This is an optimization exercise on Yosys and OpenROAD, whose aim is small area and a short achievable clock period, not a production implementation.
Function was not checked in any run shown here: the RTL went through the layout flow alone.

==> flow/design.v <==
`timescale 1ns/100ps
`timescale 1ns/100ps
`timescale 1ns/100ps
module fadd (input a, input b, input c, output s, output co);
  assign s  = a ^ b ^ c;
  assign co = (a & b) | (a & c) | (b & c);
endmodule
module hadd_n (input a, input b, output s, output co);
  assign s  = ~(a ^ b);
  assign co = a | b;
endmodule
module hadd (input a, input b, output s, output co);
  assign s  = a ^ b;
  assign co = a & b;
endmodule
module mac_tree (input [7:0] a, input [7:0] b, input [23:0] acc, output [23:0] y);
  wire pp0_0 = a[0] & b[0];
  wire pp0_1 = a[0] & b[1];
  wire pp0_2 = a[0] & b[2];
  wire pp0_3 = a[0] & b[3];
  wire pp0_4 = a[0] & b[4];
  wire pp0_5 = a[0] & b[5];
  wire pp0_6 = a[0] & b[6];
  wire pp0_7 = a[0] & b[7];
  wire pp1_0 = a[1] & b[0];
  wire pp1_1 = a[1] & b[1];
  wire pp1_2 = a[1] & b[2];
  wire pp1_3 = a[1] & b[3];
  wire pp1_4 = a[1] & b[4];
  wire pp1_5 = a[1] & b[5];
  wire pp1_6 = a[1] & b[6];
  wire pp1_7 = a[1] & b[7];
  wire pp2_0 = a[2] & b[0];
  wire pp2_1 = a[2] & b[1];
  wire pp2_2 = a[2] & b[2];
  wire pp2_3 = a[2] & b[3];
  wire pp2_4 = a[2] & b[4];
  wire pp2_5 = a[2] & b[5];
  wire pp2_6 = a[2] & b[6];
  wire pp2_7 = a[2] & b[7];
  wire pp3_0 = a[3] & b[0];
  wire pp3_1 = a[3] & b[1];
  wire pp3_2 = a[3] & b[2];
  wire pp3_3 = a[3] & b[3];
  wire pp3_4 = a[3] & b[4];
  wire pp3_5 = a[3] & b[5];
  wire pp3_6 = a[3] & b[6];
  wire pp3_7 = a[3] & b[7];
  wire pp4_0 = a[4] & b[0];
  wire pp4_1 = a[4] & b[1];
  wire pp4_2 = a[4] & b[2];
  wire pp4_3 = a[4] & b[3];
  wire pp4_4 = a[4] & b[4];
  wire pp4_5 = a[4] & b[5];
  wire pp4_6 = a[4] & b[6];
  wire pp4_7 = a[4] & b[7];
  wire pp5_0 = a[5] & b[0];
  wire pp5_1 = a[5] & b[1];
  wire pp5_2 = a[5] & b[2];
  wire pp5_3 = a[5] & b[3];
  wire pp5_4 = a[5] & b[4];
  wire pp5_5 = a[5] & b[5];
  wire pp5_6 = a[5] & b[6];
  wire pp5_7 = a[5] & b[7];
  wire pp6_0 = a[6] & b[0];
  wire pp6_1 = a[6] & b[1];
  wire pp6_2 = a[6] & b[2];
  wire pp6_3 = a[6] & b[3];
  wire pp6_4 = a[6] & b[4];
  wire pp6_5 = a[6] & b[5];
  wire pp6_6 = a[6] & b[6];
  wire pp6_7 = a[6] & b[7];
  wire pp7_0 = a[7] & b[0];
  wire pp7_1 = a[7] & b[1];
  wire pp7_2 = a[7] & b[2];
  wire pp7_3 = a[7] & b[3];
  wire pp7_4 = a[7] & b[4];
  wire pp7_5 = a[7] & b[5];
  wire pp7_6 = a[7] & b[6];
  wire pp7_7 = a[7] & b[7];
  wire m0s, m0c;
  hadd m0 (.a(pp0_5), .b(pp1_4), .s(m0s), .co(m0c));
  wire m1s, m1c;
  fadd m1 (.a(pp0_6), .b(pp1_5), .c(pp2_4), .s(m1s), .co(m1c));
  wire m2s, m2c;
  hadd m2 (.a(pp3_3), .b(pp4_2), .s(m2s), .co(m2c));
  wire m3s, m3c;
  fadd m3 (.a(pp0_7), .b(pp1_6), .c(pp2_5), .s(m3s), .co(m3c));
  wire m4s, m4c;
  fadd m4 (.a(pp3_4), .b(pp4_3), .c(pp5_2), .s(m4s), .co(m4c));
  wire m5s, m5c;
  hadd m5 (.a(pp6_1), .b(pp7_0), .s(m5s), .co(m5c));
  wire m6s, m6c;
  fadd m6 (.a(pp1_7), .b(pp2_6), .c(pp3_5), .s(m6s), .co(m6c));
  wire m7s, m7c;
  fadd m7 (.a(pp4_4), .b(pp5_3), .c(pp6_2), .s(m7s), .co(m7c));
  wire m8s, m8c;
  hadd m8 (.a(pp7_1), .b(acc[8]), .s(m8s), .co(m8c));
  wire m9s, m9c;
  fadd m9 (.a(pp2_7), .b(pp3_6), .c(pp4_5), .s(m9s), .co(m9c));
  wire m10s, m10c;
  fadd m10 (.a(pp5_4), .b(pp6_3), .c(pp7_2), .s(m10s), .co(m10c));
  wire m11s, m11c;
  fadd m11 (.a(pp3_7), .b(pp4_6), .c(pp5_5), .s(m11s), .co(m11c));
  wire m12s, m12c;
  hadd m12 (.a(pp0_3), .b(pp1_2), .s(m12s), .co(m12c));
  wire m13s, m13c;
  fadd m13 (.a(pp0_4), .b(pp1_3), .c(pp2_2), .s(m13s), .co(m13c));
  wire m14s, m14c;
  hadd m14 (.a(pp3_1), .b(pp4_0), .s(m14s), .co(m14c));
  wire m15s, m15c;
  fadd m15 (.a(m0s), .b(pp2_3), .c(pp3_2), .s(m15s), .co(m15c));
  wire m16s, m16c;
  fadd m16 (.a(pp4_1), .b(pp5_0), .c(acc[5]), .s(m16s), .co(m16c));
  wire m17s, m17c;
  fadd m17 (.a(m0c), .b(m1s), .c(m2s), .s(m17s), .co(m17c));
  wire m18s, m18c;
  fadd m18 (.a(pp5_1), .b(pp6_0), .c(acc[6]), .s(m18s), .co(m18c));
  wire m19s, m19c;
  fadd m19 (.a(m1c), .b(m2c), .c(m3s), .s(m19s), .co(m19c));
  wire m20s, m20c;
  fadd m20 (.a(m4s), .b(m5s), .c(acc[7]), .s(m20s), .co(m20c));
  wire m21s, m21c;
  fadd m21 (.a(m3c), .b(m4c), .c(m5c), .s(m21s), .co(m21c));
  wire m22s, m22c;
  fadd m22 (.a(m6s), .b(m7s), .c(m8s), .s(m22s), .co(m22c));
  wire m23s, m23c;
  fadd m23 (.a(m6c), .b(m7c), .c(m8c), .s(m23s), .co(m23c));
  wire m24s, m24c;
  fadd m24 (.a(m9s), .b(m10s), .c(acc[9]), .s(m24s), .co(m24c));
  wire m25s, m25c;
  fadd m25 (.a(m9c), .b(m10c), .c(m11s), .s(m25s), .co(m25c));
  wire m26s, m26c;
  fadd m26 (.a(pp6_4), .b(pp7_3), .c(acc[10]), .s(m26s), .co(m26c));
  wire m27s, m27c;
  fadd m27 (.a(m11c), .b(pp4_7), .c(pp5_6), .s(m27s), .co(m27c));
  wire m28s, m28c;
  fadd m28 (.a(pp6_5), .b(pp7_4), .c(acc[11]), .s(m28s), .co(m28c));
  wire m29s, m29c;
  fadd m29 (.a(pp5_7), .b(pp6_6), .c(pp7_5), .s(m29s), .co(m29c));
  wire m30s, m30c;
  hadd m30 (.a(pp0_2), .b(pp1_1), .s(m30s), .co(m30c));
  wire m31s, m31c;
  fadd m31 (.a(m12s), .b(pp2_1), .c(pp3_0), .s(m31s), .co(m31c));
  wire m32s, m32c;
  fadd m32 (.a(m12c), .b(m13s), .c(m14s), .s(m32s), .co(m32c));
  wire m33s, m33c;
  fadd m33 (.a(m13c), .b(m14c), .c(m15s), .s(m33s), .co(m33c));
  wire m34s, m34c;
  fadd m34 (.a(m15c), .b(m16c), .c(m17s), .s(m34s), .co(m34c));
  wire m35s, m35c;
  fadd m35 (.a(m17c), .b(m18c), .c(m19s), .s(m35s), .co(m35c));
  wire m36s, m36c;
  fadd m36 (.a(m19c), .b(m20c), .c(m21s), .s(m36s), .co(m36c));
  wire m37s, m37c;
  fadd m37 (.a(m21c), .b(m22c), .c(m23s), .s(m37s), .co(m37c));
  wire m38s, m38c;
  fadd m38 (.a(m23c), .b(m24c), .c(m25s), .s(m38s), .co(m38c));
  wire m39s, m39c;
  fadd m39 (.a(m25c), .b(m26c), .c(m27s), .s(m39s), .co(m39c));
  wire m40s, m40c;
  fadd m40 (.a(m27c), .b(m28c), .c(m29s), .s(m40s), .co(m40c));
  wire m41s, m41c;
  fadd m41 (.a(m29c), .b(pp6_7), .c(pp7_6), .s(m41s), .co(m41c));
  wire m42s, m42c;
  hadd m42 (.a(pp0_1), .b(pp1_0), .s(m42s), .co(m42c));
  wire m43s, m43c;
  fadd m43 (.a(m30s), .b(pp2_0), .c(acc[2]), .s(m43s), .co(m43c));
  wire m44s, m44c;
  fadd m44 (.a(m30c), .b(m31s), .c(acc[3]), .s(m44s), .co(m44c));
  wire m45s, m45c;
  fadd m45 (.a(m31c), .b(m32s), .c(acc[4]), .s(m45s), .co(m45c));
  wire m46s, m46c;
  fadd m46 (.a(m32c), .b(m33s), .c(m16s), .s(m46s), .co(m46c));
  wire m47s, m47c;
  fadd m47 (.a(m33c), .b(m34s), .c(m18s), .s(m47s), .co(m47c));
  wire m48s, m48c;
  fadd m48 (.a(m34c), .b(m35s), .c(m20s), .s(m48s), .co(m48c));
  wire m49s, m49c;
  fadd m49 (.a(m35c), .b(m36s), .c(m22s), .s(m49s), .co(m49c));
  wire m50s, m50c;
  fadd m50 (.a(m36c), .b(m37s), .c(m24s), .s(m50s), .co(m50c));
  wire m51s, m51c;
  fadd m51 (.a(m37c), .b(m38s), .c(m26s), .s(m51s), .co(m51c));
  wire m52s, m52c;
  fadd m52 (.a(m38c), .b(m39s), .c(m28s), .s(m52s), .co(m52c));
  wire m53s, m53c;
  fadd m53 (.a(m39c), .b(m40s), .c(acc[12]), .s(m53s), .co(m53c));
  wire m54s, m54c;
  fadd m54 (.a(m40c), .b(m41s), .c(acc[13]), .s(m54s), .co(m54c));
  wire m55s, m55c;
  fadd m55 (.a(m41c), .b(pp7_7), .c(acc[14]), .s(m55s), .co(m55c));
  cpa_mac cpa (.x({acc[23], acc[22], acc[21], acc[20], acc[19], acc[18], acc[17], acc[16], m55c, m54c, m53c, m52c, m51c, m50c, m49c, m48c, m47c, m46c, m45c, m44c, m43c, m42c, m42s, pp0_0}), .z({acc[15], m55s, m54s, m53s, m52s, m51s, m50s, m49s, m48s, m47s, m46s, m45s, m44s, m43s, acc[1], acc[0]}), .y(y));
endmodule
module cpa_mac (input [23:0] x, input [15:0] z, output [23:0] y);
  assign y = x + z;
endmodule
`timescale 1ns/100ps
module systolic_array#(
    parameter NUM_ROW = 8,
    parameter NUM_COL = 8,
    parameter IN_WORD_SIZE = 8,
    parameter OUT_WORD_SIZE = 24
)(
    clk,
    rst,
    top_inputs,
    left_inputs,
    compute_done,
    cycles_count,
    pe_register_vals
);
input clk;
input rst;
input [0:NUM_COL * IN_WORD_SIZE-1] top_inputs;
input [0:NUM_ROW * IN_WORD_SIZE-1] left_inputs;
output reg compute_done;
output reg  [OUT_WORD_SIZE-1:0] cycles_count;
output [0 : (OUT_WORD_SIZE * NUM_ROW * NUM_COL) -1] pe_register_vals;
wire [8*16*NUM_ROW-1:0] ldl;
wire [8*16*NUM_COL-1:0] tdl;
genvar r, c, k;
generate
  for (r = 0; r < NUM_ROW; r = r + 1) begin : lrow
    assign ldl[(16*r)*8 +: 8] = left_inputs[8*(NUM_ROW-1-r) +: 8];
    for (k = 1; k <= r + NUM_COL - 1; k = k + 1) begin : st
      reg [7:0] q;
      always @(posedge clk or posedge rst)
        if (rst) q <= 8'd0;
        else     q <= ldl[(16*r+k-1)*8 +: 8];
      assign ldl[(16*r+k)*8 +: 8] = q;
    end
  end
  for (c = 0; c < NUM_COL; c = c + 1) begin : tcol
    assign tdl[(16*c)*8 +: 8] = top_inputs[8*(NUM_COL-1-c) +: 8];
    for (k = 1; k <= c + NUM_ROW - 1; k = k + 1) begin : st
      reg [7:0] q;
      always @(posedge clk or posedge rst)
        if (rst) q <= 8'd0;
        else     q <= tdl[(16*c+k-1)*8 +: 8];
      assign tdl[(16*c+k)*8 +: 8] = q;
    end
  end
  for (r = 0; r < NUM_ROW; r = r + 1) begin : pr
    for (c = 0; c < NUM_COL; c = c + 1) begin : pc
      begin : pe
        reg  [23:0] acc;
        wire [23:0] nxt;
        mac_tree mt (
          .a  (ldl[(16*r+r+c)*8 +: 8]),
          .b  (tdl[(16*c+r+c)*8 +: 8]),
          .acc(acc),
          .y  (nxt)
        );
        always @(posedge clk or posedge rst)
          if (rst) acc <= 24'd0;
          else     acc <= nxt;
        assign pe_register_vals[24*(NUM_COL*r+c) +: 24] = acc;
      end
    end
  end
endgenerate
always @(posedge clk)
begin
    if(rst==1'b1)
    begin
        compute_done <= 1'b0;
        cycles_count <= 0;
    end
    else
    begin
        cycles_count <= cycles_count + 1;
        if(cycles_count > (5+NUM_ROW+NUM_COL))
        begin
          compute_done <= 1'b1;
        end
    end
end
endmodule
==> flow/run.sh <==
#!/bin/bash
# synth_recipe.tcl (not shown) runs the flow's synth.tcl, then flattens the netlist and writes it again
# the make line also repeats each setting of config.mk as NAME=value (left out here)
make -C /OpenROAD-flow-scripts/flow DESIGN_CONFIG=/design/flow/config.mk WORK_HOME=/design/flow/orfs CLKGATE_MAP_FILE= SYNTH_SCRIPT=/design/flow/synth_recipe.tcl finish
==> flow/config.mk <==
export PLATFORM = sky130hd
export DESIGN_NAME = systolic_array
export DESIGN_NICKNAME = systolic_array
export VERILOG_FILES = /design/flow/design.v
export SDC_FILE = /design/flow/constraint.sdc
export NUM_CORES = 4
export LEC_CHECK = 0
export CAP_MARGIN = 20
export CORE_MARGIN = 2
export CORE_UTILIZATION = 55
export SLEW_MARGIN = 20
export SYNTH_HIERARCHICAL = 1
export SYNTH_MINIMUM_KEEP_SIZE = 0
==> flow/constraint.sdc <==
create_clock -name core_clock -period 7.0 [get_ports {clk}]
set_input_delay 1.4000 -clock core_clock [delete_from_list [all_inputs] [get_ports {clk}]]
set_output_delay 1.4000 -clock core_clock [all_outputs]
set_load 0.01 [all_outputs]
==> results of run 1 <==
==> sequential cells by signal, indices dropped and copies added, names as in the netlist <==
signal,count
compute_done,1
tcol.st.q,672
pr.pc.pe.acc,1536
lrow.st.q,672
cycles_count,24
==> worst min-delay path by stage <==
stage	startpoint	end	slack (ns)	cells past startpoint
detailed placement	lrow[2].st[1].q[1]	lrow[2].st[2].q[1]	0.33	0
finish	lrow[4].st[3].q[6]	lrow[4].st[4].q[6]	0.34	0
floorplan	lrow[2].st[1].q[0]	lrow[2].st[2].q[0]	0.33	0
global placement	tcol[7].st[5].q[6]	tcol[7].st[6].q[6]	0.33	0
global route	lrow[5].st[4].q[3]	lrow[5].st[5].q[3]	0.35	0
CTS	lrow[5].st[4].q[3]	lrow[5].st[5].q[3]	0.34	0
==> final cells by class <==
type / instances / area [um2]
Clock inverter: 154 / 2230
Tap cell: 5474 / 6850
Multi-Input combinational cell: 15800 / 154000
Inverter: 198 / 747
Fill cell: 32900 / 149000
Timing Repair Buffer: 1736 / 17500
Clock buffer: 467 / 10000
Antenna cell: 10 / 25.0
Sequential cell: 2905 / 72600
==> worst max-delay path: cells and delay by family <==
| family | cells | cell delay (ns) |
|---|---|---|
| AO/OA/AOI/OAI | 3 | 0.60 |
| AND/OR/NAND/NOR | 3 | 0.91 |
| adder cells (fa/ha/maj) | 5 | 2.34 |
| XOR/XNOR | 1 | 0.16 |
| buffers and inverters | 1 | 0.63 |
==> per-module statistics from Yosys, one instance, submodules excluded <==
module,cell area [um2],cells
systolic_array,73300,3019
mac_tree,400,64
fadd,20.0,1
cpa_mac,956,131
hadd,12.5,1
==> cell families after synthesis <==
family                     after synthesis  share of synthesized area, %
AOI/OAI and AO/OA                     2775                          8.17
adders and majority gates             4675                          36.0
muxes                                  129                         0.567
DFF                                   2905                          31.8
xor gates and xnor gates              1163                          4.47
and+or+nand+nor                       7103                          18.2
buffers and inverters                  333                         0.797
==> Yosys cell counts, types with 25 or more instances <==
master / instances / share of area (%)
a211oi_1: 256 / 0.84
a21o_1: 320 / 1.1
a21oi_1: 907 / 2.0
a311oi_1: 64 / 0.25
a31o_2: 65 / 0.25
a31oi_4: 64 / 0.60
a41o_1: 64 / 0.28
and2_1: 4160 / 11
and3_1: 128 / 0.35
and3_2: 64 / 0.21
buf_6: 64 / 0.32
clkbuf_2: 65 / 0.14
dfrtp_1: 2880 / 32
dfxtp_1: 25 / 0.22
fa_1: 3136 / 28
ha_1: 1539 / 8.4
inv_1: 198 / 0.33
mux2i_1: 128 / 0.56
nand2_1: 649 / 1.1
nand2_4: 64 / 0.32
nand3_1: 262 / 0.58
nand3b_1: 64 / 0.21
nand4_1: 71 / 0.19
nand4b_1: 64 / 0.25
nor2_1: 846 / 1.4
nor2b_1: 194 / 0.53
nor3_1: 195 / 0.43
nor3b_1: 192 / 0.63
nor4_2: 64 / 0.35
o2111ai_1: 64 / 0.25
o21a_1: 192 / 0.63
o21ai_0: 584 / 1.3
o21ai_2: 64 / 0.25
o21ba_2: 64 / 0.28
o21bai_1: 64 / 0.21
or3_1: 71 / 0.19
xnor2_1: 455 / 1.7
xor2_1: 708 / 2.7
==> stage by stage <==
stage          instance area (um2)  cells  util [%]  setup WS [ns]
2_1_floorplan               228000  19100         -         -35.79
3_3_place_gp                251000  26200      60.9          0.787
3_5_place_dp                251000  26200      60.9          0.827
4_1_cts                     264000  26800      63.8           1.83
5_1_grt                     264000  26800      63.8           1.56
6_report                    264000  26800      63.8           1.79
==> layer usage <==
| layer | wire [um] | up-vias | part of all wire (%) | GRT usage, % |
|---|---|---|---|---|
| met1 | 258000 | 78600 | 40 | 39.8 |
| met3 | 37000 | 1028 | 5.7 | 6.04 |
| met2 | 309000 | 3375 | 47 | 51.6 |
| met5 | 0 | - | 0 | 0 |
| met4 | 48500 | 0 | 7.4 | 18.9 |
| li1 | - | 68500 | - | - |
==> metrics.md, run 1 <==
| Metric | Value |
|---|---|
| Crit. End Element | register |
| Hold crit path type | reg -> reg |
| Avg Cell Area, Syn | 11.9 um2 |
| Final clock skew | 0.0546 ns |
| Skew-Pair Late Insertion Delay | 0.97 ns |
| Worst Setup Start Kind | primary input |
| Cts hold-fix bufs | 0 |
| Vias per cell | 5.66 |
| Share of cells above drive strength 1 | 5.07% |
| CP startpoint | left_inputs[60] |
| Cells along the critical path | clkdlybuf4s50_1 -> and2_1 -> fa_1 -> fa_1 -> fa_1 -> fa_1 -> ha_1 -> a21o_1 -> a21oi_1 -> o21ai_0 -> nor4_2 -> nor3b_1 -> xor2_1 |
| First-pass GRT wire length | 1010 mm |
| Most frequent CP cell | fa_1 |
| Final hold violations | 0 |
| Worst-path fanout max | 9 |
| CTS Sinks | 2905 |
| R2R Path End | pr[0].pc[6].pe.acc[19] |
| # IOs | 1691 |
| PostCTS Resize Cnt | 0 |
| CTS tree | done |
| Bufs on Longest Clock Path | 4 |
| Clock buffer count from CTS | 343 |
| Post-Synthesis Cell Area | 228000 um2 |
| Critical Path Max Stage Delay | 0.63 ns |
| Minimum clock period | 5.21 ns |
| Max Clk Rate | 0.192 GHz |
| Post-Route WL | 653 mm |
| Worst-path clk slew | 0.06 ns |
| Critical Path Sink | pr[0].pc[0].pe.acc[19] |
| Chip width | 648 um |
| IO Port Bufs | 1690 |
| Routability cong. | 0.925 |
| Largest net degree at the start of global routing | 170 |
| Total track usage | 31.8% |
| Commonest non-fill, non-tap cell in the layout | and2_1 |
| Top_reg_cell synth | dfrtp_1 |
| Synth unique cells | 50 |
| WP data required | 7.84 ns |
| Arrival time worst endpoint | 6.05 ns |
| Root Driver | clkbuf_16 |
| Post-synth EDFFs | 0 |
| Post-DP HPWL | 529 mm |
| DIE AREA | 420000 um2 |
| Start of the worst register-to-register path | tcol[6].st[6].q[7] |
| Maxcap violations | 0 |
| H-tree levels | 5 |
| Kind of critical path | in -> reg |
| Setup violations, final | 0 |
| Flop2flop setup slack | 1.85 ns |
| Ys Warns | 7 |
| Routed Antenna Nets | 0 |
| Async set or reset register ratio after synthesis | 99.1% |
| Crit-path slowest cell | clkdlybuf4s50_1 |
| RSZ-0062 raised after global routing | no |
| Slew headroom | 22.3% |
| Most frequent cells in the layout | and2_1 (4160), fa_1 (3136), dfrtp_1 (2880) |
| Cells after Synth | 19100 |
| Total core area | 413000 um2 |
| WHS | 0.341 ns |
| 1st-iter DRT viols | 8914 |
| Yosys reg bits | 2905 |
| Final Max Tran Viols | 0 |
| Nets@finish | 25800 |
| Pre-antenna DRT Iters | 6 |
| Avg WL per Cell | 24.4 um |
| Initial antenna violation count | 11 |
| DRC | 0 |
| Period utilisation layout | 74.4% |
| Outcome | finished clean |
| Synthesis-to-finish area growth | 15.6% |
| Site row count | 236 |
| Syn nets | 23900 |
| Vias | 152000 |
| Slew of the pin with the lowest slew margin | 1.16 ns |
| Sum Neg Setup Slack | 0 ns |
| Register area share after synthesis | 31.8% |
| Vias in the first global route | 165000 |
| Die Height | 648 um |
| Grt ovf | 0 |
| Initial core utilization | 55.2% |
| Setup Buffers After CTS | 0 |
| R2r worst-path depth | 12 |
==> inputs of run 2 (changes only) <==
--- a/flow/design.v
+++ b/flow/design.v
@@ -6,8 +6,14 @@
   assign co = (a & b) | (a & c) | (b & c);
 endmodule
 module hadd_n (input a, input b, output s, output co);
-  assign s  = ~(a ^ b);
-  assign co = a | b;
+  xnor_g xs (.a(a), .b(b), .y(s));
+  or_g   xc (.a(a), .b(b), .y(co));
+endmodule
+module xnor_g (input a, input b, output y);
+  assign y = ~(a ^ b);
+endmodule
+module or_g (input a, input b, output y);
+  assign y = a | b;
 endmodule
 module hadd (input a, input b, output s, output co);
   assign s  = a ^ b;
@@ -193,7 +199,92 @@
   cpa_mac cpa (.x({acc[23], acc[22], acc[21], acc[20], acc[19], acc[18], acc[17], acc[16], m55c, m54c, m53c, m52c, m51c, m50c, m49c, m48c, m47c, m46c, m45c, m44c, m43c, m42c, m42s, pp0_0}), .z({acc[15], m55s, m54s, m53s, m52s, m51s, m50s, m49s, m48s, m47s, m46s, m45s, m44s, m43s, acc[1], acc[0]}), .y(y));
 endmodule
 module cpa_mac (input [23:0] x, input [15:0] z, output [23:0] y);
-  assign y = x + z;
+  wire g0 = x[0] & z[0];
+  wire p0 = x[0] ^ z[0];
+  wire g1 = x[1] & z[1];
+  wire p1 = x[1] ^ z[1];
+  wire g2 = x[2] & z[2];
+  wire p2 = x[2] ^ z[2];
+  wire g3 = x[3] & z[3];
+  wire p3 = x[3] ^ z[3];
+  wire g4 = x[4] & z[4];
+  wire p4 = x[4] ^ z[4];
+  wire g5 = x[5] & z[5];
+  wire p5 = x[5] ^ z[5];
+  wire g6 = x[6] & z[6];
+  wire p6 = x[6] ^ z[6];
+  wire g7 = x[7] & z[7];
+  wire p7 = x[7] ^ z[7];
+  wire g8 = x[8] & z[8];
+  wire p8 = x[8] ^ z[8];
+  wire g9 = x[9] & z[9];
+  wire p9 = x[9] ^ z[9];
+  wire g10 = x[10] & z[10];
+  wire p10 = x[10] ^ z[10];
+  wire g11 = x[11] & z[11];
+  wire p11 = x[11] ^ z[11];
+  wire g12 = x[12] & z[12];
+  wire p12 = x[12] ^ z[12];
+  wire g13 = x[13] & z[13];
+  wire p13 = x[13] ^ z[13];
+  wire g14 = x[14] & z[14];
+  wire p14 = x[14] ^ z[14];
+  wire g15 = x[15] & z[15];
+  wire p15 = x[15] ^ z[15];
+  wire G0 = g1 | (p1 & g0);
+  wire G1 = g3 | (p3 & g2);
+  wire P1 = p3 & p2;
+  wire G2 = g5 | (p5 & g4);
+  wire P2 = p5 & p4;
+  wire G3 = g7 | (p7 & g6);
+  wire P3 = p7 & p6;
+  wire G4 = g9 | (p9 & g8);
+  wire P4 = p9 & p8;
+  wire G5 = g11 | (p11 & g10);
+  wire P5 = p11 & p10;
+  wire G6 = g13 | (p13 & g12);
+  wire P6 = p13 & p12;
+  wire G7 = g15 | (p15 & g14);
+  wire P7 = p15 & p14;
+  wire G8 = G1 | (P1 & G0);
+  wire G9 = G3 | (P3 & G2);
+  wire P9 = P3 & P2;
+  wire G10 = G5 | (P5 & G4);
+  wire P10 = P5 & P4;
+  wire G11 = G7 | (P7 & G6);
+  wire P11 = P7 & P6;
+  wire G12 = G9 | (P9 & G8);
+  wire G13 = G11 | (P11 & G10);
+  wire P13 = P11 & P10;
+  wire G14 = G13 | (P13 & G12);
+  wire G15 = G10 | (P10 & G12);
+  wire G16 = G2 | (P2 & G8);
+  wire G17 = G4 | (P4 & G12);
+  wire G18 = G6 | (P6 & G15);
+  wire G19 = g2 | (p2 & G0);
+  wire G20 = g4 | (p4 & G8);
+  wire G21 = g6 | (p6 & G16);
+  wire G22 = g8 | (p8 & G12);
+  wire G23 = g10 | (p10 & G17);
+  wire G24 = g12 | (p12 & G15);
+  wire G25 = g14 | (p14 & G18);
+  assign y[0] = p0;
+  assign y[1] = p1 ^ g0;
+  assign y[2] = p2 ^ G0;
+  assign y[3] = p3 ^ G19;
+  assign y[4] = p4 ^ G8;
+  assign y[5] = p5 ^ G20;
+  assign y[6] = p6 ^ G16;
+  assign y[7] = p7 ^ G21;
+  assign y[8] = p8 ^ G12;
+  assign y[9] = p9 ^ G22;
+  assign y[10] = p10 ^ G17;
+  assign y[11] = p11 ^ G23;
+  assign y[12] = p12 ^ G15;
+  assign y[13] = p13 ^ G24;
+  assign y[14] = p14 ^ G18;
+  assign y[15] = p15 ^ G25;
+  assign y[23:16] = {x[23], x[22], x[21], x[20], x[19], x[18], x[17], x[16]} + G14;
 endmodule
 `timescale 1ns/100ps
 module systolic_array#(
@@ -235,28 +326,25 @@
     assign tdl[(16*c)*8 +: 8] = top_inputs[8*(NUM_COL-1-c) +: 8];
     for (k = 1; k <= c + NUM_ROW - 1; k = k + 1) begin : st
       reg [7:0] q;
-      always @(posedge clk or posedge rst)
-        if (rst) q <= 8'd0;
-        else     q <= tdl[(16*c+k-1)*8 +: 8];
+      always @(posedge clk)
+        q <= tdl[(16*c+k-1)*8 +: 8];
       assign tdl[(16*c+k)*8 +: 8] = q;
     end
   end
   for (r = 0; r < NUM_ROW; r = r + 1) begin : pr
     for (c = 0; c < NUM_COL; c = c + 1) begin : pc
-      begin : pe
-        reg  [23:0] acc;
-        wire [23:0] nxt;
-        mac_tree mt (
-          .a  (ldl[(16*r+r+c)*8 +: 8]),
-          .b  (tdl[(16*c+r+c)*8 +: 8]),
-          .acc(acc),
-          .y  (nxt)
-        );
-        always @(posedge clk or posedge rst)
-          if (rst) acc <= 24'd0;
-          else     acc <= nxt;
-        assign pe_register_vals[24*(NUM_COL*r+c) +: 24] = acc;
-      end
+      reg  [23:0] acc;
+      wire [23:0] nxt;
+      mac_tree mt (
+        .a  (ldl[(16*r+r+c)*8 +: 8]),
+        .b  (tdl[(16*c+r+c)*8 +: 8]),
+        .acc(acc),
+        .y  (nxt)
+      );
+      always @(posedge clk or posedge rst)
+        if (rst) acc <= 24'd0;
+        else     acc <= nxt;
+      assign pe_register_vals[24*(NUM_COL*r+c) +: 24] = acc;
     end
   end
 endgenerate
--- a/flow/config.mk
+++ b/flow/config.mk
@@ -8,6 +8,7 @@
 export CAP_MARGIN = 20
 export CORE_MARGIN = 2
 export CORE_UTILIZATION = 55
+export SETUP_SLACK_MARGIN = 2.5
 export SLEW_MARGIN = 20
 export SYNTH_HIERARCHICAL = 1
 export SYNTH_MINIMUM_KEEP_SIZE = 0
==> metrics.md, run 2 <==
| Metric | Value |
|---|---|
| Reg with most FFs | pr.pc.acc (was pr.pc.pe.acc) |
| Max Clk Rate | 0.220 GHz (was 0.192 GHz) |
| Kind of critical path | reg -> reg (was in -> reg) |
| Synth unique cells | 42 (was 50) |
| Async set or reset register ratio after synthesis | 76.0% (was 99.1%) |
| Mux cell area share after synthesis | 0.00527% (was 0.567%) |
| Sum Neg Setup Slack | 0 ns (unchanged) |
| Chip width | 627 um (was 648 um) |
| Total track usage | 29.9% (was 31.8%) |
| Pre-CTS setup slack | 0.717 ns (was 0.827 ns) |
| H-tree levels | 5 (unchanged) |
| Pre-antenna DRT Iters | 7 (was 6) |
| Slew headroom | 23.2% (was 22.3%) |
| Cts hold-fix bufs | 0 (unchanged) |
| DIE AREA | 393000 um2 (was 420000 um2) |
| Vias in the first global route | 147000 (was 165000) |
| Largest family of logic cells by synthesized area | adder cells (unchanged) |
| Worst-path fanout max | 6 (was 9) |
| Cells after Synth | 16700 (was 19100) |
| Hold crit path type | reg -> reg (unchanged) |
| Minimum clock period | 4.55 ns (was 5.21 ns) |
| Total core area | 386000 um2 (was 413000 um2) |
| Post-synth EDFFs | 0 (unchanged) |
| Root Driver | clkbuf_16 (unchanged) |
| Register area share after synthesis | 32.4% (was 31.8%) |
| Cell count after placement | 23500 (was 26200) |
| Site row count | 228 (was 236) |
| Post-DP HPWL | 460 mm (was 529 mm) |
| WP data required | 7.82 ns (was 7.84 ns) |
| Skew-Pair Late Insertion Delay | 0.98 ns (was 0.97 ns) |
| First-pass GRT wire length | 892 mm (was 1010 mm) |
| Largest net degree at the start of global routing | 175 (was 170) |
| Footprint of the multi-input gates | 146000 um2 (was 154000 um2) |
| Clock buffer count from CTS | 338 (was 343) |
| Bufs on Longest Clock Path | 4 (unchanged) |
| Crit path setup slack, layout | 2.45 ns (was 1.79 ns) |
| Ys Warns | 7 (unchanged) |
| Post-Synthesis Cell Area | 214000 um2 (was 228000 um2) |
| Arrival time worst endpoint | 5.37 ns (was 6.05 ns) |
| Start of the worst register-to-register path | lrow[5].st[9].q[2] (was tcol[6].st[6].q[7]) |
| Non-filler cells in the finished layout | 24700 (was 26800) |
| Setup violations, final | 0 (unchanged) |
| Syn nets | 22000 (was 23900) |
| Final clock skew | 0.0483 ns (was 0.0546 ns) |
| Fillers | 28900 (was 32900) |
| Simple logic cell fraction of the synthesized area | 14.2% (was 18.2%) |
| # IOs | 1691 (unchanged) |
| Initial core utilization | 55.3% (was 55.2%) |
| Yosys reg bits | 2905 (unchanged) |
| Worst Setup Start Kind | register (was primary input) |
| Area share of the largest cell type after synthesis | 33.6% (was 31.6%) |
| 1st-iter DRT viols | 5655 (was 8914) |
| Initial antenna violation count | 8 (was 11) |
| Routability cong. | 0.895 (was 0.925) |
| Vias per cell | 5.32 (was 5.66) |
| Outcome | finished clean (unchanged) |
| Crit. End Element | register (unchanged) |
| Synth Area in Adders | 43.0% (was 36.0%) |
| Storage cell area | 70200 um2 (was 72600 um2) |
| Most common cell in the netlist | and2_1 (unchanged) |
| Post-synthesis xor/xnor area fraction | 3.46% (was 4.47%) |
| DP Area | 237000 um2 (was 251000 um2) |
| Avg WL per Cell | 23.4 um (was 24.4 um) |
| Routed Antenna Nets | 0 (unchanged) |
| Synthesis-to-finish area growth | 22.4% (was 15.6%) |
| Share of cells above drive strength 1 | 17.5% (was 5.07%) |
| Most frequent cells in the layout | and2_1 (3990), fa_1 (3267), dfrtp_1 (1747) (was and2_1 (4160), fa_1 (3136), dfrtp_1 (2880)) |
| Area leader, netlist | fa_1 (was dfrtp_1) |
| Worst-path clk slew | 0.06 ns (about the same) |
| Grt ovf | 0 (unchanged) |
| Die Height | 627 um (was 648 um) |
| Max reg flops | 1536 (unchanged) |
| Top_reg_cell synth | dfrtp_1 (unchanged) |
| DRC | 0 (unchanged) |
| Maxcap violations | 0 (unchanged) |
| Period utilisation layout | 65.1% (was 74.4%) |
| Biggest regs | pr.pc.acc x1536, lrow.st.q x672, tcol.st.q x672 (was pr.pc.pe.acc x1536, lrow.st.q x672, tcol.st.q x672) |
| Largest cells by area after synthesis | fa_1 (34%), dfrtp_1 (26%), and2_1 (12%) (was dfrtp_1 (32%), fa_1 (28%), and2_1 (11%)) |
| IO Port Bufs | 1690 (unchanged) |
| Final Max Tran Viols | 0 (unchanged) |
| Commonest non-fill, non-tap cell in the layout | and2_1 (unchanged) |
| CTS Sinks | 2905 (unchanged) |
| Final hold violations | 0 (unchanged) |
| RSZ-0062 raised after global routing | yes (was no) |
| Compound-Gate Fraction of Synth Area | 4.71% (was 8.17%) |
| Fin area | 261000 um2 (was 264000 um2) |
| Synth top cells by count | and2_1 (4096), fa_1 (3584), dfrtp_1 (2208) (was and2_1 (4160), fa_1 (3136), dfrtp_1 (2880)) |
| Min-delay src | tcol[7].st[1].q[1] (was lrow[4].st[3].q[6]) |
| Post-Route WL | 578 mm (was 653 mm) |
| Nets@finish | 24600 (was 25800) |
| Avg Cell Area, Syn | 12.8 um2 (was 11.9 um2) |
| Slew of the pin with the lowest slew margin | 1.15 ns (was 1.16 ns) |
| CP startpoint | lrow[5].st[9].q[2] (was left_inputs[60]) |
| WHS | 0.315 ns (was 0.341 ns) |
| Vias | 132000 (was 152000) |
| CTS tree | done (unchanged) |
==> run 2: cell count changes in the layout (fill, tap and decap cells not counted), sizes merged, moves of 192 or more <==
cell,change
a21oi,-448
o211ai,+192
dfxtp,+672
xor2,-448
a21o,-256
buf,+579
dfrtp,-672
nor2b,-192
o21ai,-384
fa,+448
nor3b,-192
nand2,-448
nor2,-576
inv,+960
==> run 2: cells by family (layout without fill, tap and decap cells) <==
logic type                 after synthesis  in the layout
buffers and inverters                 1229           4104
and+or+nand+nor                       5119           5119
adders and majority gates             5187           5187
xor gates and xnor gates               843            843
other                                    0              6
muxes                                    1              1
DFF                                   2905           2905
AOI/OAI and AO/OA                     1367           1367
==> run 2: path summary, 6_finish.rpt <==
| check | endpoint | slack, ns | depth (start not counted) |
|---|---|---|---|
| setup / recovery | pr[5].pc[4].acc[23] | 2.45 | 14 |
| hold / removal | tcol[7].st[2].q[1] | 0.32 | 0 |
| setup reg to reg | pr[5].pc[4].acc[23] | 2.45 | 14 |
| hold reg to reg | tcol[7].st[2].q[1] | 0.32 | 0 |
| max in group asynchronous | lrow[1].st[1].q[0] | 4.13 | 4 |
| min in group asynchronous | pr[7].pc[1].acc[3] | 0.95 | 2 |
==> run 2: cell type report <==
type                    count  area share [%]
diodes                      6         0.00574
clock inverters           170           0.877
repair buffers           2319            8.35
flip-flops and latches   2905            26.9
clock buffers             457            3.72
multi-input cells       12500            56.0
well taps                5175            2.48
inverters                1158            1.66
==> run 2: modules after synthesis, one instance, submodules excluded <==
module,flip-flops and latches,cells,times used
cpa_mac,0,93,64
mac_tree,0,64,64
hadd,0,1,512
systolic_array,2905,3019,1
fadd,0,1,3072
==> run 2: critical path: stages, from the launching register on <==
cell and delay, ns:
dfrtp_2 0.46, and2_4 0.16, fa_1 0.54, fa_2 0.45, fa_1 0.58, fa_1 0.47
ha_4 0.31, o211ai_1 0.08, nor2_1 0.15, a41oi_2 0.21, a21oi_4 0.37, ha_4 0.21
and3_4 0.23, nand3_4 0.08, xnor2_2 0.13
==> run 2: metrics by stage <==
stage | util (%)
after floorplan | -
after global placement | 61.3
after detailed placement | 61.3
after CTS | 65.9
after global routing | 67.7
final | 67.7
==> run 2: routing by layer <==
layer / vias up / track usage [%] / share of wire, %
li1: 58700 / - / -
met1: 69400 / 36.6 / 39
met2: 2531 / 49.7 / 49
met3: 858 / 5.80 / 5.4
met4: 6 / 17.3 / 7.2
met5: - / 0 / 0.0071
==> run 2: what timing repair did <==
item,4_1_cts,5_1_grt
setup buffers,349,249
setup endpoints to repair,488,576
pin swaps,272,631
resized for setup,1070,1180
==> inputs of run 3 (changes only) <==
==> flow/flow/run.sh (new file) <==
#!/bin/bash
set -euo pipefail
export BUFFER_PORTS_ARGS="-inputs -outputs -buffer_cell sky130_fd_sc_hd__buf_1"
bash standard.sh > make.log 2>&1
==> flow/standard.sh (new file) <==
#!/bin/bash
# synth_recipe.tcl (not shown) runs the flow's synth.tcl, then flattens the netlist and writes it again
# the make line also repeats each setting of config.mk as NAME=value (left out here)
make -C /OpenROAD-flow-scripts/flow DESIGN_CONFIG=/design/flow/config.mk WORK_HOME=/design/flow/orfs CLKGATE_MAP_FILE= SYNTH_SCRIPT=/design/flow/synth_recipe.tcl "${@:-finish}"
removed: flow/run.sh
==> metrics.md, run 3 <==
| Metric | Value |
|---|---|
| Top_reg_cell synth | dfrtp_1 (unchanged) |
| Vias | 131000 (was 132000) |
| Async set or reset register ratio after synthesis | 76.0% (unchanged) |
| Post-DP HPWL | 456 mm (was 460 mm) |
| Pre-antenna DRT Iters | 5 (was 7) |
| Vias in the first global route | 145000 (was 147000) |
| Reg with most FFs | pr.pc.acc (unchanged) |
| Maxcap violations | 0 (unchanged) |
| Setup violations, final | 0 (unchanged) |
| Outcome | finished clean (unchanged) |
| Post-synth EDFFs | 0 (unchanged) |
| Kind of critical path | reg -> reg (unchanged) |
| IO Port Bufs | 1690 (unchanged) |
| Nets@finish | 24600 (about the same) |
| Crit path setup slack, layout | 2.47 ns (was 2.45 ns) |
| Yosys reg bits | 2905 (unchanged) |
| Worst-path clk slew | 0.06 ns (about the same) |
| Flop2flop setup slack | 2.47 ns (was 2.45 ns) |
| Period utilisation layout | 64.7% (was 65.1%) |
| Clock buffer count from CTS | 339 (was 338) |
| Site row count | 228 (unchanged) |
| Grt ovf | 0 (unchanged) |
| Most frequent cells in the layout | and2_1 (3982), fa_1 (3232), dfrtp_1 (1747) (was and2_1 (3990), fa_1 (3267), dfrtp_1 (1747)) |
| Register area share after synthesis | 32.4% (unchanged) |
| Largest family of logic cells by synthesized area | adder cells (unchanged) |
| # IOs | 1691 (unchanged) |
| Most frequent CP cell | fa_1 (unchanged) |
| Area leader, netlist | fa_1 (unchanged) |
| DRC | 0 (unchanged) |
| Biggest regs | pr.pc.acc x1536, lrow.st.q x672, tcol.st.q x672 (unchanged) |
| 1st-iter DRT viols | 5780 (was 5655) |
| Chip width | 627 um (unchanged) |
| DIE AREA | 393000 um2 (unchanged) |
| Hold crit path type | reg -> reg (unchanged) |
| Fillers | 30200 (was 28900) |
| Critical Path Max Stage Delay | 0.56 ns (was 0.58 ns) |
| WP data required | 7.87 ns (was 7.82 ns) |
| Minimum clock period | 4.53 ns (was 4.55 ns) |
| Total track usage | 29.6% (was 29.9%) |
| Die Height | 627 um (unchanged) |
| Post-Synthesis Cell Area | 214000 um2 (unchanged) |
| Max reg flops | 1536 (unchanged) |
| Most common cell in the netlist | and2_1 (unchanged) |
| Skew-Pair Late Insertion Delay | 0.99 ns (was 0.98 ns) |
| Slew of the pin with the lowest slew margin | 0.905 ns (was 1.15 ns) |
| Simple logic cell fraction of the synthesized area | 14.2% (unchanged) |
| Bufs on Longest Clock Path | 4 (unchanged) |
| Avg Cell Area, Syn | 12.8 um2 (unchanged) |
| Post-Route WL | 573 mm (was 578 mm) |
| Synthesis-to-finish area growth | 17.8% (was 22.4%) |
| Synth top cells by count | and2_1 (4096), fa_1 (3584), dfrtp_1 (2208) (unchanged) |
| Pre-CTS setup slack | 1.07 ns (was 0.717 ns) |
| RSZ-0062 raised after global routing | yes (unchanged) |
| Slew headroom | 39.7% (was 23.2%) |
| Cells along the critical path | and2_4 -> fa_2 -> fa_1 -> fa_1 -> fa_1 -> ha_4 -> o211ai_1 -> nor2_1 -> a41oi_2 -> a21oi_4 -> ha_4 -> and3_4 -> nand3_2 -> xnor2_1 (was and2_4 -> fa_1 -> fa_2 -> fa_1 -> fa_1 -> ha_4 -> o211ai_1 -> nor2_1 -> a41oi_2 -> a21oi_4 -> ha_4 -> and3_4 -> nand3_4 -> xnor2_2) |
| Sum Neg Setup Slack | 0 ns (unchanged) |
| Vias per cell | 5.30 (was 5.32) |
| Crit. End Element | register (unchanged) |
| H-tree levels | 5 (unchanged) |
| CTS Sinks | 2905 (unchanged) |
| Ys Warns | 7 (unchanged) |
| Arrival time worst endpoint | 5.40 ns (was 5.37 ns) |
| Initial core utilization | 55.3% (unchanged) |
| Area share of the largest cell type after synthesis | 33.6% (unchanged) |
| Initial antenna violation count | 9 (was 8) |
| Worst-path fanout max | 5 (was 6) |
| Routability cong. | 0.899 (was 0.895) |
| Cells after Synth | 16700 (unchanged) |
| Post-synthesis xor/xnor area fraction | 3.46% (unchanged) |
| Syn nets | 22000 (unchanged) |
| Compound-Gate Fraction of Synth Area | 4.71% (unchanged) |
| Final clock skew | 0.0536 ns (was 0.0483 ns) |
| Largest cells by area after synthesis | fa_1 (34%), dfrtp_1 (26%), and2_1 (12%) (unchanged) |
| Routed Antenna Nets | 0 (unchanged) |
| Max Clk Rate | 0.221 GHz (was 0.220 GHz) |
| Final Max Tran Viols | 0 (unchanged) |
| Avg WL per Cell | 23.2 um (was 23.4 um) |
| Root Driver | clkbuf_16 (unchanged) |
| Commonest non-fill, non-tap cell in the layout | and2_1 (unchanged) |
| Final hold violations | 0 (unchanged) |
| Share of cells above drive strength 1 | 18.2% (was 17.5%) |
| Synth Area in Adders | 43.0% (unchanged) |
| Crit-path slowest cell | fa_2 (was fa_1) |
| Largest net degree at the start of global routing | 159 (was 175) |
| Mux cell area share after synthesis | 0.00527% (unchanged) |
| First-pass GRT wire length | 881 mm (was 892 mm) |
| CTS tree | done (unchanged) |
| Worst Setup Start Kind | register (unchanged) |
| Synth unique cells | 42 (unchanged) |
| Total core area | 386000 um2 (unchanged) |
[run 3: worst max-delay path, delay by kind of cell, from the launching register on]
family	cells	cell delay, ns
fa+ha+maj	6	2.47
compound gates	3	0.71
simple gates	4	0.66
flops	1	0.44
xor+xnor	1	0.13
[run 3: cell type report]
cell class / instances / area [um2] / area share (%)
multi-input combinational: 12500 / 147000 / 58.4
sequential: 2905 / 70300 / 27.9
timing repair buffer: 2364 / 11700 / 4.67
clock buffer: 471 / 9860 / 3.92
tap: 5175 / 6470 / 2.57
inverter: 1158 / 4350 / 1.73
clock inverter: 159 / 1940 / 0.769
antenna: 6 / 15.0 / 0.00597
[run 3: repair_timing]
action,in CTS,in global routing
cloned,0,1
resized for setup,1036,1268
hold buffers,0,0
setup endpoints to repair,490,562
setup buffers,355,287
pin swaps,270,718
[run 3: cells by family (layout without fill, tap and decap cells)]
family	count (synthesis)	in the layout
buffers and inverters	1229	4152
adders and majority gates	5187	5187
other	0	6
muxes	1	1
DFF	2905	2905
and+or+nand+nor	5119	5119
AOI/OAI and AO/OA	1367	1367
xor gates and xnor gates	843	843
[run 3: per-stage QoR]
step | utilization, % | cells | cell area (um2) | hold WS, ns
after floorplan | - | 16700 | 214000 | 0.310
after global placement | 58.6 | 23500 | 226000 | 0.310
after detailed placement | 58.6 | 23500 | 226000 | 0.312
after CTS | 63.2 | 24500 | 244000 | 0.307
after global routing | 65.1 | 24800 | 252000 | 0.321
final | 65.1 | 24800 | 252000 | 0.311
[run 3: final timing paths]
path / from / depth (start not counted) / end
min in group asynchronous: rst / 4 / pr[6].pc[2].acc[9]
worst min-delay path: tcol[6].st[4].q[6] / 0 / tcol[6].st[5].q[6]
worst min register to register: tcol[6].st[4].q[6] / 0 / tcol[6].st[5].q[6]
worst max-delay path: lrow[4].st[7].q[0] / 14 / pr[4].pc[3].acc[21]
worst max register to register: lrow[4].st[7].q[0] / 14 / pr[4].pc[3].acc[21]
max in group asynchronous: rst / 5 / lrow[6].st[6].q[4]
[run 3: layer usage]
metal	global-route usage, %	vias up	wire [um]	part of all wire (%)
li1	-	58900	-	-
met1	36.2	69100	222000	39
met2	48.8	2367	278000	48
met3	5.94	897	31100	5.4
met4	17.4	4	42400	7.4
met5	0	-	25	0.0044
[run 3: per-module statistics from Yosys (local to each module, per instance)]
module / cells inside / times used / flops+latches
cpa_mac: 93 / 64 / 0
hadd: 1 / 512 / 0
systolic_array: 3019 / 1 / 2905
mac_tree: 64 / 64 / 0
fadd: 1 / 3072 / 0
==> inputs of run 4 (changes only) <==
--- a/flow/config.mk
+++ b/flow/config.mk
@@ -8,6 +8,7 @@
 export CAP_MARGIN = 20
 export CORE_MARGIN = 2
 export CORE_UTILIZATION = 55
+export CTS_BUF_LIST = sky130_fd_sc_hd__clkbuf_4 sky130_fd_sc_hd__clkbuf_8
 export SETUP_SLACK_MARGIN = 2.5
 export SLEW_MARGIN = 20
 export SYNTH_HIERARCHICAL = 1
==> metrics.md, run 4 <==
| Metric | Value |
|---|---|
| Initial antenna violation count | 11 (was 9) |
| Pre-antenna DRT Iters | 7 (was 5) |
| Met3 Use GR | 6.40% (was 5.94%) |
| Min-delay src | left_inputs[13] (was tcol[6].st[4].q[6]) |
| WHS | 0.289 ns (was 0.311 ns) |
| Cells along the critical path | and2_1 -> fa_2 -> fa_1 -> fa_1 -> fa_1 -> ha_4 -> o211ai_1 -> nor2_1 -> a41oi_2 -> a21oi_4 -> ha_4 -> and3_4 -> nand3_2 -> xnor2_1 (was and2_4 -> fa_2 -> fa_1 -> fa_1 -> fa_1 -> ha_4 -> o211ai_1 -> nor2_1 -> a41oi_2 -> a21oi_4 -> ha_4 -> and3_4 -> nand3_2 -> xnor2_1) |
| Worst Setup Start Kind | register (unchanged) |
| Async set or reset register ratio after synthesis | 76.0% (unchanged) |
| Post-Route WL | 574 mm (was 573 mm) |
| Sum Neg Setup Slack | 0 ns (unchanged) |
| RSZ-0062 raised after global routing | yes (unchanged) |
| Vias per cell | 5.27 (was 5.30) |
| Cell count after placement | 23500 (unchanged) |
| Cells after Synth | 16700 (unchanged) |
| Final Max Tran Viols | 0 (unchanged) |
| Most frequent CP cell | fa_1 (unchanged) |
| Total track usage | 29.6% (about the same) |
| DRC | 0 (unchanged) |
| Vias in the first global route | 147000 (was 145000) |
| Die Height | 627 um (unchanged) |
| Setup violations, final | 0 (unchanged) |
| IO Port Bufs | 1690 (unchanged) |
| Post-Synthesis Cell Area | 214000 um2 (unchanged) |
| Simple logic cell fraction of the synthesized area | 14.2% (unchanged) |
| Cts hold-fix bufs | 0 (unchanged) |
| Yosys reg bits | 2905 (unchanged) |
| Routability cong. | 0.899 (unchanged) |
| Non-filler cells in the finished layout | 25100 (was 24800) |
| Maxcap violations | 0 (unchanged) |
| Worst-path fanout max | 6 (was 5) |
| Top_reg_cell synth | dfrtp_1 (unchanged) |
| Synthesis-to-finish area growth | 17.7% (was 17.8%) |
| H-tree levels | 6 (was 5) |
| Site row count | 228 (unchanged) |
| Largest cells by area after synthesis | fa_1 (34%), dfrtp_1 (26%), and2_1 (12%) (unchanged) |
| Reg with most FFs | pr.pc.acc (unchanged) |
| Synth Area in Adders | 43.0% (unchanged) |
| Clock buffer count from CTS | 539 (was 339) |
| Most common cell in the netlist | and2_1 (unchanged) |
| Period utilisation layout | 65.4% (was 64.7%) |
| Post-synth EDFFs | 0 (unchanged) |
| Grt ovf | 0 (unchanged) |
| Skew-Pair Late Insertion Delay | 1.21 ns (was 0.99 ns) |
| CTS Sinks | 2905 (unchanged) |
| DP Area | 226000 um2 (unchanged) |
| Share of cells above drive strength 1 | 19.8% (was 18.2%) |
| Avg Cell Area, Syn | 12.8 um2 (unchanged) |
| Initial core utilization | 55.3% (unchanged) |
| Bufs on Longest Clock Path | 4 (unchanged) |
| CTS tree | done (unchanged) |
| GR Util met2 | 48.6% (was 48.8%) |
| Synth unique cells | 42 (unchanged) |
| Mux cell area share after synthesis | 0.00527% (unchanged) |
| Slew of the pin with the lowest slew margin | 0.963 ns (was 0.905 ns) |
| First-pass GRT wire length | 884 mm (was 881 mm) |
| Total core area | 386000 um2 (unchanged) |
| Compound-Gate Fraction of Synth Area | 4.71% (unchanged) |
| Kind of critical path | reg -> reg (unchanged) |
| Critical Path Max Stage Delay | 0.58 ns (was 0.56 ns) |
| Max reg flops | 1536 (unchanged) |
| Biggest regs | pr.pc.acc x1536, lrow.st.q x672, tcol.st.q x672 (unchanged) |
| Ys Warns | 7 (unchanged) |
| Routed Antenna Nets | 0 (unchanged) |
| WP data required | 8.08 ns (was 7.87 ns) |
| Arrival time worst endpoint | 5.66 ns (was 5.40 ns) |
| Hold crit path type | in -> reg (was reg -> reg) |
| Max Clk Rate | 0.219 GHz (was 0.221 GHz) |
| Crit-path slowest cell | fa_1 (was fa_2) |
| Vias | 132000 (was 131000) |
| M1 GR Usage | 36.1% (was 36.2%) |
| Post-synthesis xor/xnor area fraction | 3.46% (unchanged) |
| Start of the worst register-to-register path | lrow[5].st[9].q[2] (was lrow[4].st[7].q[0]) |
| Synth top cells by count | and2_1 (4096), fa_1 (3584), dfrtp_1 (2208) (unchanged) |
| Root Driver | clkbuf_8 (was clkbuf_16) |
| Final clock skew | 0.0483 ns (was 0.0536 ns) |
| Post-DP HPWL | 456 mm (unchanged) |
| Slew headroom | 36.0% (was 39.7%) |
| Most frequent cells in the layout | and2_1 (3978), fa_1 (3232), dfrtp_1 (1751) (was and2_1 (3982), fa_1 (3232), dfrtp_1 (1747)) |
| Crit. End Element | register (unchanged) |
| Largest net degree at the start of global routing | 159 (unchanged) |
| Fin area | 251000 um2 (was 252000 um2) |
| 1st-iter DRT viols | 5846 (was 5780) |
| Minimum clock period | 4.58 ns (was 4.53 ns) |
| Commonest non-fill, non-tap cell in the layout | and2_1 (unchanged) |
| Avg WL per Cell | 22.9 um (was 23.2 um) |
| Final hold violations | 0 (unchanged) |
| Chip width | 627 um (unchanged) |
| Worst-path clk slew | 0.06 ns (about the same) |
| Top Usage Layer GRT | met2 (unchanged) |
| Outcome | finished clean (unchanged) |
| Nets@finish | 24800 (was 24600) |
| Register area share after synthesis | 32.4% (unchanged) |
| Largest family of logic cells by synthesized area | adder cells (unchanged) |
| CP startpoint | lrow[5].st[9].q[2] (was lrow[4].st[7].q[0]) |
| Syn nets | 22000 (unchanged) |
| # IOs | 1691 (unchanged) |
| DIE AREA | 393000 um2 (unchanged) |
| Area leader, netlist | fa_1 (unchanged) |
| Area share of the largest cell type after synthesis | 33.6% (unchanged) |
[run 4: per-module statistics from Yosys (local to each module, per instance)]
module,cells inside,times used
hadd,1,512
mac_tree,64,64
cpa_mac,93,64
systolic_array,3019,1
fadd,1,3072
[run 4: metrics by stage]
| stage | util [%] | setup slack, ns |
|---|---|---|
| 3_5_place_dp | 58.6 | 1.07 |
| 2_1_floorplan | - | -26.34 |
| 6_report | 65.1 | 2.42 |
| 3_3_place_gp | 58.6 | 1.16 |
| 4_1_cts | 63.2 | 2.43 |
| 5_1_grt | 65.1 | 2.34 |
[run 4: what timing repair did]
action                                  4_1_cts  5_1_grt
pin swaps                                   285      695
resized for setup                          1029     1215
setup buffers                               352      273
endpoints found under the setup margin      484      552
[run 4: critical path, delay by kind of cell (launching register included)]
family,cells,cell delay [ns]
compound gates,3,0.66
fa+ha+maj,6,2.59
flops,1,0.44
simple gates,4,0.64
xor+xnor,1,0.14
[run 4: layer usage]
metal / wire [um] / vias to the layer above
met2: 276000 / 2556
li1: - / 59300
met4: 42500 / 18
met1: 223000 / 69500
met5: 115 / -
met3: 32500 / 967
[run 4: path summary, 6_finish.rpt]
kind / to / depth (start not counted) / slack (ns)
worst max-delay path: pr[5].pc[4].acc[21] / 14 / 2.42
worst min-delay path: lrow[6].st[1].q[2] / 1 / 0.29
worst max register to register: pr[5].pc[4].acc[21] / 14 / 2.42
worst min register to register: tcol[6].st[5].q[7] / 0 / 0.31
max in group asynchronous: lrow[6].st[6].q[6] / 5 / 4.73
min in group asynchronous: pr[6].pc[2].acc[9] / 4 / 0.87
[run 4: final cells by class]
class	instances	area (um2)
fill	30300	135000
clock inverter	165	1750
antenna	7	17.5
sequential	2905	70300
clock buffer	825	10300
multi-input combinational	12500	147000
inverter	1158	4350
timing repair buffer	2346	11500
tap	5175	6470
[run 4: kinds of logic (layout without fill, tap and decap cells)]
group	count (synthesis)	in the layout
multiplexers	1	1
AO/OA/AOI/OAI	1367	1367
XOR/XNOR	843	843
buffers and inverters	1229	4494
flip-flops	2905	2905
adder cells (fa/ha/maj)	5187	5187
AND/OR/NAND/NOR	5119	5119
other	0	7
==> inputs of run 5 (changes only) <==
--- a/flow/config.mk
+++ b/flow/config.mk
@@ -8,7 +8,7 @@
 export CAP_MARGIN = 20
 export CORE_MARGIN = 2
 export CORE_UTILIZATION = 55
-export CTS_BUF_LIST = sky130_fd_sc_hd__clkbuf_4 sky130_fd_sc_hd__clkbuf_8
+export CTS_BUF_LIST = sky130_fd_sc_hd__clkbuf_8
 export SETUP_SLACK_MARGIN = 2.5
 export SLEW_MARGIN = 20
 export SYNTH_HIERARCHICAL = 1
==> metrics.md, run 5 <==
| Metric | Value |
|---|---|
| Pre-antenna DRT Iters | 6 (was 7) |
| Crit path max-delay family | adder cells (unchanged) |
| Area leader, netlist | fa_1 (unchanged) |
| Root Driver | clkbuf_8 (unchanged) |
| R2R Path End | pr[0].pc[1].acc[14] (was pr[5].pc[4].acc[21]) |
| Worst path buffer plus inverter count | 3 (was 0) |
| Cells along the critical path | and2_4 -> fa_2 -> fa_2 -> fa_1 -> fa_2 -> ha_4 -> nor3_1 -> nor2_2 -> a41oi_4 -> buf_6 -> buf_6 -> a22o_1 -> fa_2 -> inv_2 (was and2_1 -> fa_2 -> fa_1 -> fa_1 -> fa_1 -> ha_4 -> o211ai_1 -> nor2_1 -> a41oi_2 -> a21oi_4 -> ha_4 -> and3_4 -> nand3_2 -> xnor2_1) |
| Synth top cells by count | and2_1 (4096), fa_1 (3584), dfrtp_1 (2208) (unchanged) |
| Vias | 132000 (about the same) |
| Routability cong. | 0.899 (unchanged) |
| Total core area | 386000 um2 (unchanged) |
| Most frequent cells in the layout | and2_1 (3982), fa_1 (3239), dfrtp_1 (1750) (was and2_1 (3978), fa_1 (3232), dfrtp_1 (1751)) |
| Max Clk Rate | 0.222 GHz (was 0.219 GHz) |
| Vias in the first global route | 147000 (about the same) |
| Crit path setup slack, layout | 2.49 ns (was 2.42 ns) |
| Syn nets | 22000 (unchanged) |
| Arrival time worst endpoint | 5.59 ns (was 5.66 ns) |
| Sum Neg Setup Slack | 0 ns (unchanged) |
| DRC | 0 (unchanged) |
| Minimum clock period | 4.51 ns (was 4.58 ns) |
| Final clock skew | 0.0482 ns (was 0.0483 ns) |
| Pre-CTS setup slack | 1.07 ns (unchanged) |
| Hold Path Cell Cnt | 1 (unchanged) |
| Start of the worst register-to-register path | lrow[0].st[1].q[2] (was lrow[5].st[9].q[2]) |
| Nets@finish | 24800 (about the same) |
| Post-Route WL | 574 mm (about the same) |
| Skew-Pair Late Insertion Delay | 1.22 ns (was 1.21 ns) |
| Cells after Synth | 16700 (unchanged) |
| Period utilisation layout | 64.5% (was 65.4%) |
| Biggest regs | pr.pc.acc x1536, lrow.st.q x672, tcol.st.q x672 (unchanged) |
| Slew of the pin with the lowest slew margin | 0.967 ns (was 0.963 ns) |
| Slew headroom | 35.8% (was 36.0%) |
| WP data required | 8.08 ns (about the same) |
| Chip width | 627 um (unchanged) |
| # IOs | 1691 (unchanged) |
| Post-Synthesis Cell Area | 214000 um2 (unchanged) |
| R2r worst-path depth | 14 (unchanged) |
| DIE AREA | 393000 um2 (unchanged) |
| Reg with most FFs | pr.pc.acc (unchanged) |
| Yosys reg bits | 2905 (unchanged) |
| Initial core utilization | 55.3% (unchanged) |
| IO Port Bufs | 1690 (unchanged) |
| Final Max Tran Viols | 0 (unchanged) |
| Crit-path slowest cell | fa_2 (was fa_1) |
| CP startpoint | lrow[0].st[1].q[2] (was lrow[5].st[9].q[2]) |
| WHS | 0.291 ns (was 0.289 ns) |
| Register area share after synthesis | 32.4% (unchanged) |
| Worst Setup Start Kind | register (unchanged) |
| Most frequent CP cell | fa_2 (was fa_1) |
| RSZ-0062 raised after global routing | yes (unchanged) |
| 1st-iter DRT viols | 5957 (was 5846) |
| Post-DP HPWL | 456 mm (unchanged) |
| Clock buffer count from CTS | 539 (unchanged) |
| Die Height | 627 um (unchanged) |
| Most common cell in the netlist | and2_1 (unchanged) |
| Site row count | 228 (unchanged) |
| Largest net degree at the start of global routing | 159 (unchanged) |
| Synth unique cells | 42 (unchanged) |
| Crit. End Element | register (unchanged) |
| Setup violations, final | 0 (unchanged) |
| Initial antenna violation count | 11 (unchanged) |
| Flop2flop setup slack | 2.49 ns (was 2.42 ns) |
| H-tree levels | 6 (unchanged) |
| Outcome | finished clean (unchanged) |
| Largest cells by area after synthesis | fa_1 (34%), dfrtp_1 (26%), and2_1 (12%) (unchanged) |
| CTS Sinks | 2905 (unchanged) |
| Avg Cell Area, Syn | 12.8 um2 (unchanged) |
| Area share of the largest cell type after synthesis | 33.6% (unchanged) |
| First-pass GRT wire length | 883 mm (was 884 mm) |
| Top_reg_cell synth | dfrtp_1 (unchanged) |
| Bufs on Longest Clock Path | 4 (unchanged) |
| Critical Path Sink | pr[0].pc[1].acc[14] (was pr[5].pc[4].acc[21]) |
| Critical Path Max Stage Delay | 0.54 ns (was 0.58 ns) |
| Routed Antenna Nets | 0 (unchanged) |
| Commonest non-fill, non-tap cell in the layout | and2_1 (unchanged) |
| CTS tree | done (unchanged) |
| Hold crit path type | in -> reg (unchanged) |
| Total track usage | 29.6% (about the same) |
| Cts hold-fix bufs | 0 (unchanged) |
| Ys Warns | 7 (unchanged) |
| Kind of critical path | reg -> reg (unchanged) |
| Avg WL per Cell | 22.9 um (about the same) |
| Vias per cell | 5.27 (about the same) |
| Async set or reset register ratio after synthesis | 76.0% (unchanged) |
| Critical Path Stages | 14 (unchanged) |
| Worst-path fanout max | 6 (unchanged) |
| Max reg flops | 1536 (unchanged) |
| Maxcap violations | 0 (unchanged) |
| Post-synth EDFFs | 0 (unchanged) |
| Final hold violations | 0 (unchanged) |
| Grt ovf | 0 (unchanged) |
| Share of cells above drive strength 1 | 18.9% (was 19.8%) |
| Worst-path clk slew | 0.06 ns (about the same) |
| Synthesis-to-finish area growth | 17.4% (was 17.7%) |
[run 5: cell counts after synthesis]
No cell type changed its count.
[run 5: cell families (layout without fill, tap and decap cells)]
group,count (synthesis),in the layout,share of synthesized area [%]
adders and majority gates,5187,5187,43.0
buffers and inverters,1229,4496,2.28
muxes,1,1,0.00527
DFF,2905,2905,32.4
other,0,8,0
AOI/OAI and AO/OA,1367,1367,4.71
xor gates and xnor gates,843,843,3.46
and+or+nand+nor,5119,5119,14.2
[run 5: metal layers]
layer	vias up	part of all wire [%]	GRT usage, %
met4	18	7.5	18.1
met2	2520	48	48.4
met5	-	0.019	0
met3	982	5.6	6.41
li1	59300	-	-
met1	69400	39	36.0
[run 5: how the worst min path moves through the flow]
| stage | endpoint | slack (ns) | start |
|---|---|---|---|
| 3_3_place_gp | tcol[6].st[2].q[1] | 0.31 | tcol[6].st[1].q[1] |
| 2_1_floorplan | tcol[2].st[2].q[0] | 0.31 | tcol[2].st[1].q[0] |
| 3_5_place_dp | tcol[2].st[2].q[7] | 0.31 | tcol[2].st[1].q[7] |
| 6_report | lrow[6].st[1].q[2] | 0.29 | left_inputs[13] |
| 4_1_cts | tcol[6].st[1].q[3] | 0.14 | top_inputs[12] |
| 5_1_grt | tcol[6].st[1].q[3] | 0.22 | top_inputs[12] |
[run 5: per-stage QoR]
| stage | utilization [%] | area (um2) | instances |
|---|---|---|---|
| 2_1_floorplan | - | 214000 | 16700 |
| 3_3_place_gp | 58.6 | 226000 | 23500 |
| 3_5_place_dp | 58.6 | 226000 | 23500 |
| 4_1_cts | 63.1 | 244000 | 24800 |
| 5_1_grt | 64.9 | 251000 | 25100 |
| 6_report | 64.9 | 251000 | 25100 |
[run 5: Yosys stat by module, one instance, submodules excluded]
module / cell area, um2 / times used / flops+latches
cpa_mac: 785 / 64 / 0
fadd: 20.0 / 3072 / 0
hadd: 12.5 / 512 / 0
mac_tree: 400 / 64 / 0
systolic_array: 69900 / 1 / 2905
[run 5: layout make-up]
class | count | area [um2]
multi-input cells | 12500 | 147000
fillers | 30400 | 135000
flip-flops and latches | 2905 | 70300
repair buffers | 2348 | 11600
clock buffers | 659 | 9070
well taps | 5175 | 6470
inverters | 1158 | 4350
clock inverters | 331 | 2370
diodes | 8 | 20.0
[run 5: what timing repair did]
action                                   CTS  global route
pin swaps                                280           699
setup buffers                            353           274
endpoints found under the setup margin   484           556
resized for setup                       1022          1213
[run 5: worst reg2reg max path: stages (launching register included)]
cell and delay, ns:
dfrtp_2 0.46, and2_4 0.19, fa_2 0.54, fa_2 0.46, fa_1 0.54, fa_2 0.47
ha_4 0.28, nor3_1 0.05, nor2_2 0.19, a41oi_4 0.19, buf_6 0.17, buf_6 0.10
a22o_1 0.21, fa_2 0.54, inv_2 0.03

-- separate check: timing with driven ports --
How much do the figures lean on ideal ports? The routed layouts below were timed once more, with nothing changed but the port constraints.
Step 1 sets driving cells, clkbuf_16 on the clock port and buf_2 on the other inputs (assumed; they add their load-dependent delay and slew).
Step 2, shift: input delay + t, output delay - t, t = (earliest + latest rising clock arrival at the registers) / 2. This alone moves slack from input paths to output paths.
a / b / c = no drivers / after step 1 / after step 2; a / b = the first two.
| run | shift t [ns] | setup slack, ns | worst data-port slew with drivers (ns) |
|---|---|---|---|
| run 1 | 1.077 | 1.789 / 1.847 / 0.816 | 0.36 |
| run 2 | 1.059 | 2.446 / 2.446 / 1.554 | 0.26 |
| run 3 | 1.070 | 2.471 / 2.471 / 1.458 | 0.30 |
| run 4 | 1.297 | 2.424 / 2.424 / 1.428 | 0.30 |
| run 5 | 1.300 | 2.485 / 2.485 / 1.423 | 0.34 |
After both steps every run listed still meets setup and hold. For run 5, which loses most, drivers alone change the setup slack by 0.000 ns; drivers and shift together by -1.062 ns.
